From an optimization exercise on the open Yosys and OpenROAD flow, aimed at small area; shortcuts taken in it are not production practice.
Where RTL was checked, it was by simulation tests only, not by an equivalence proof against the original.
The clock port is modelled as an ideal driver, which makes a skipped or thinned clock tree look cheaper than it is; a real chip needs a root buffer or a tree.
No activity file was given, so power comes from the tool's default toggle rates.

==> flow/design.v <==
module t1b_ultrasonic(
    input clk_50M, reset, echo_rx,
    output reg trig,
    output op,
    output wire [15:0] distance_out
);
localparam [19:0] LF_A = 20'h9d693;
localparam [19:0] LF_B = 20'h6cd59;
localparam [19:0] LF_C = 20'hceb49;
localparam [19:0] LF_R = 20'h01d39;
localparam [19:0] M_A = 20'hfefde;
localparam [19:0] M_B = 20'hedbff;
localparam [19:0] M_C = 20'h7f7ef;
localparam [8:0] U_P = 9'h100;
localparam [8:0] U_S = 9'h000;
localparam [8:0] U_E = 9'h017;
localparam [8:0] M_U = 9'h0bd;    
localparam [1:0] S_IDLE = 2'd0, S_WF = 2'd1, S_WAIT = 2'd2, S_MEAS = 2'd3;
reg [19:0] lf;
reg [1:0]  sub;
reg [10:0] dreg;
reg        det;
reg [8:0]  u;
reg [4:0]  p;
reg [10:0] q;
wire at_b = ((lf & M_B) == (LF_B & M_B));
wire at_c = ((lf & M_C) == (LF_C & M_C));
reg at_c_d;
always @(posedge clk_50M) at_c_d <= at_c;
wire meas = (sub == S_MEAS);
wire cnt  = meas & echo_rx & ~at_c;    
wire ovf  = ((u & M_U) == (U_E & M_U));
wire lnext = p[4] | (p[3:0] == 4'd7);
wire ld  = meas & ~echo_rx & ~at_c;
wire clr = ((sub == S_IDLE) & at_b & ~echo_rx) |
           ((sub == S_WF) & ~echo_rx) |
           ((sub == S_WAIT) & at_c & ~echo_rx) |
           (meas & at_c);
always @(posedge clk_50M or negedge reset) begin
    if (!reset) begin
        lf   <= LF_R;
        sub  <= S_IDLE;
        trig <= 1'b0;
        dreg <= 11'd0;
        det  <= 1'b0;
    end else begin
        lf <= {lf[18:0], ~(lf[19] ^ lf[2]) ^ at_c};
        trig <= (at_c_d & (lf[1] == 1'b1)) | (trig & ~at_b);
        case (sub)
            S_IDLE: if (at_b) sub <= S_WF;
            S_WF:   sub <= echo_rx ? S_MEAS : S_WAIT;
            S_WAIT: if (echo_rx) sub <= S_MEAS; else if (at_c) sub <= S_IDLE;
            default: if (~cnt) sub <= S_IDLE;
        endcase
        if (ld | clr) begin
            dreg <= ld ? q : 11'd0;
            det  <= ld & (q < 11'd70);
        end
    end
end
always @(posedge clk_50M) begin
    if (!meas) begin
        u <= U_P;
        p <= 5'd0;
        q <= 11'd0;
    end else if (ovf) begin
        u <= lnext ? U_P : U_S;
        p <= p[4] ? 5'd0 : p + 5'd1;
        q <= q + 11'd1;
    end else begin
        u <= {u[7:0], ~(u[8] ^ u[4])};
    end
end
assign op = det;
assign distance_out = {5'd0, dreg};
endmodule
Settings: LEC_CHECK=0, CAP_MARGIN=20, CORE_MARGIN=2, CORE_UTILIZATION=40, SLEW_MARGIN=20; clock period 20.0 ns.
standard.sh (not shown) runs the stock make flow with config.mk's settings and CLKGATE_MAP_FILE= SYNTH_SCRIPT=/design/flow/synth_recipe.tcl, a recipe that flattens the netlist after the stock synthesis.
==> flow/flow/run.sh <==
#!/bin/bash
# The standard layout (standard.sh), with:
#  - an area-oriented ABC mapping in synthesis (flow/my_synth.tcl, flow/area.abc);
#    registers are mapped exactly as in the standard synthesis
#  - the smallest buffer on every port
#  - a flat clock tree: after CTS, flow/post_cts.tcl replaces CTS's tree with
#    three clock buffers, each driving a third of the flip-flops
#  - no timing-driven buffering in global placement, and one tie cell for
#    the constant outputs
set -euo pipefail
W=$(pwd)
export MY_ABC_SCRIPT=$W/flow/area.abc
export FLOW_SYNTH_TCL=$W/synth_recipe.tcl
bash standard.sh SYNTH_SCRIPT=$W/flow/my_synth.tcl ADDER_MAP_FILE= SYNTH_INSBUF=0 \
  "BUFFER_PORTS_ARGS=-buffer_cell sky130_fd_sc_hd__buf_1" \
  GPL_TIMING_DRIVEN=0 SKIP_REPAIR_TIE_FANOUT=1 \
  POST_CTS_TCL=$W/flow/post_cts.tcl \
  "CTS_ARGS=-sink_clustering_enable -sink_clustering_size 30 -sink_clustering_max_diameter 200 -buf_list sky130_fd_sc_hd__clkbuf_4 -root_buf sky130_fd_sc_hd__clkbuf_4 -dont_use_dummy_load -repair_clock_nets" \
  finish > flow_make.log 2>&1
Other scripts of this flow, unchanged in this note and not shown: flow/flow/area.abc, flow/flow/my_synth.tcl, flow/flow/post_cts.tcl
Then changed:
--- a/flow/design.v
+++ b/flow/design.v
@@ -12,11 +12,10 @@
 localparam [19:0] M_B = 20'hedbff;
 localparam [19:0] M_C = 20'h7f7ef;
 localparam [8:0] U_P = 9'h100;
 localparam [8:0] U_S = 9'h000;
 localparam [8:0] U_E = 9'h017;
-localparam [8:0] M_U = 9'h0bd;    
 localparam [1:0] S_IDLE = 2'd0, S_WF = 2'd1, S_WAIT = 2'd2, S_MEAS = 2'd3;
 reg [19:0] lf;
 reg [1:0]  sub;
 reg [10:0] dreg;
 reg        det;
@@ -27,12 +26,12 @@
 wire at_c = ((lf & M_C) == (LF_C & M_C));
 reg at_c_d;
 always @(posedge clk_50M) at_c_d <= at_c;
 wire meas = (sub == S_MEAS);
 wire cnt  = meas & echo_rx & ~at_c;    
-wire ovf  = ((u & M_U) == (U_E & M_U));
-wire lnext = p[4] | (p[3:0] == 4'd7);
+wire ovf  = (u == U_E);
+wire lnext = (p == 5'd7) | (p == 5'd16);
 wire ld  = meas & ~echo_rx & ~at_c;
 wire clr = ((sub == S_IDLE) & at_b & ~echo_rx) |
            ((sub == S_WF) & ~echo_rx) |
            ((sub == S_WAIT) & at_c & ~echo_rx) |
            (meas & at_c);
@@ -63,11 +62,11 @@
         u <= U_P;
         p <= 5'd0;
         q <= 11'd0;
     end else if (ovf) begin
         u <= lnext ? U_P : U_S;
-        p <= p[4] ? 5'd0 : p + 5'd1;
+        p <= (p == 5'd16) ? 5'd0 : p + 5'd1;
         q <= q + 11'd1;
     end else begin
         u <= {u[7:0], ~(u[8] ^ u[4])};
     end
 end
=>
- The new run completed without violations
- synthesized area grows slightly
- worst setup slack improves by 0.085 ns
- first-iteration DRC count shrinks by well over a third
- global-route usage grows by 0.13 points
- wire length grows by a few percent
- power shrinks by a little under a tenth
The RTL of the second run of this note was laid out without a check of its function. No run of this note takes its clock network from TritonCTS; it comes from the design's own scripts or RTL.

[re-timing with driven ports]
How much do the figures lean on ideal ports? The routed layouts below were timed once more, with nothing changed but the port constraints.
Step 1, drivers: a clkbuf_16 drives clk_50M and a buf_2 each remaining input, both assumed.
Step 2 also shifts input and output timing later by t, the mid clock arrival at the registers, as if the neighbouring blocks saw the same clock.
a / b / c = ideal ports / drivers / drivers and shift; a / b = the first two.
| run | t (ns) | setup slack, ns | pins driven straight from the clock port |
|---|---|---|---|
| the first run | 0.216 | 14.962 / 14.986 / 14.770 | 3 |
| the second run | 0.209 | 15.047 / 15.062 / 14.853 | 3 |
After both steps setup and hold are still met in every run listed. The setup slack of the second run, which loses most, moves by +0.015 ns with the drivers and by -0.194 ns with both steps.
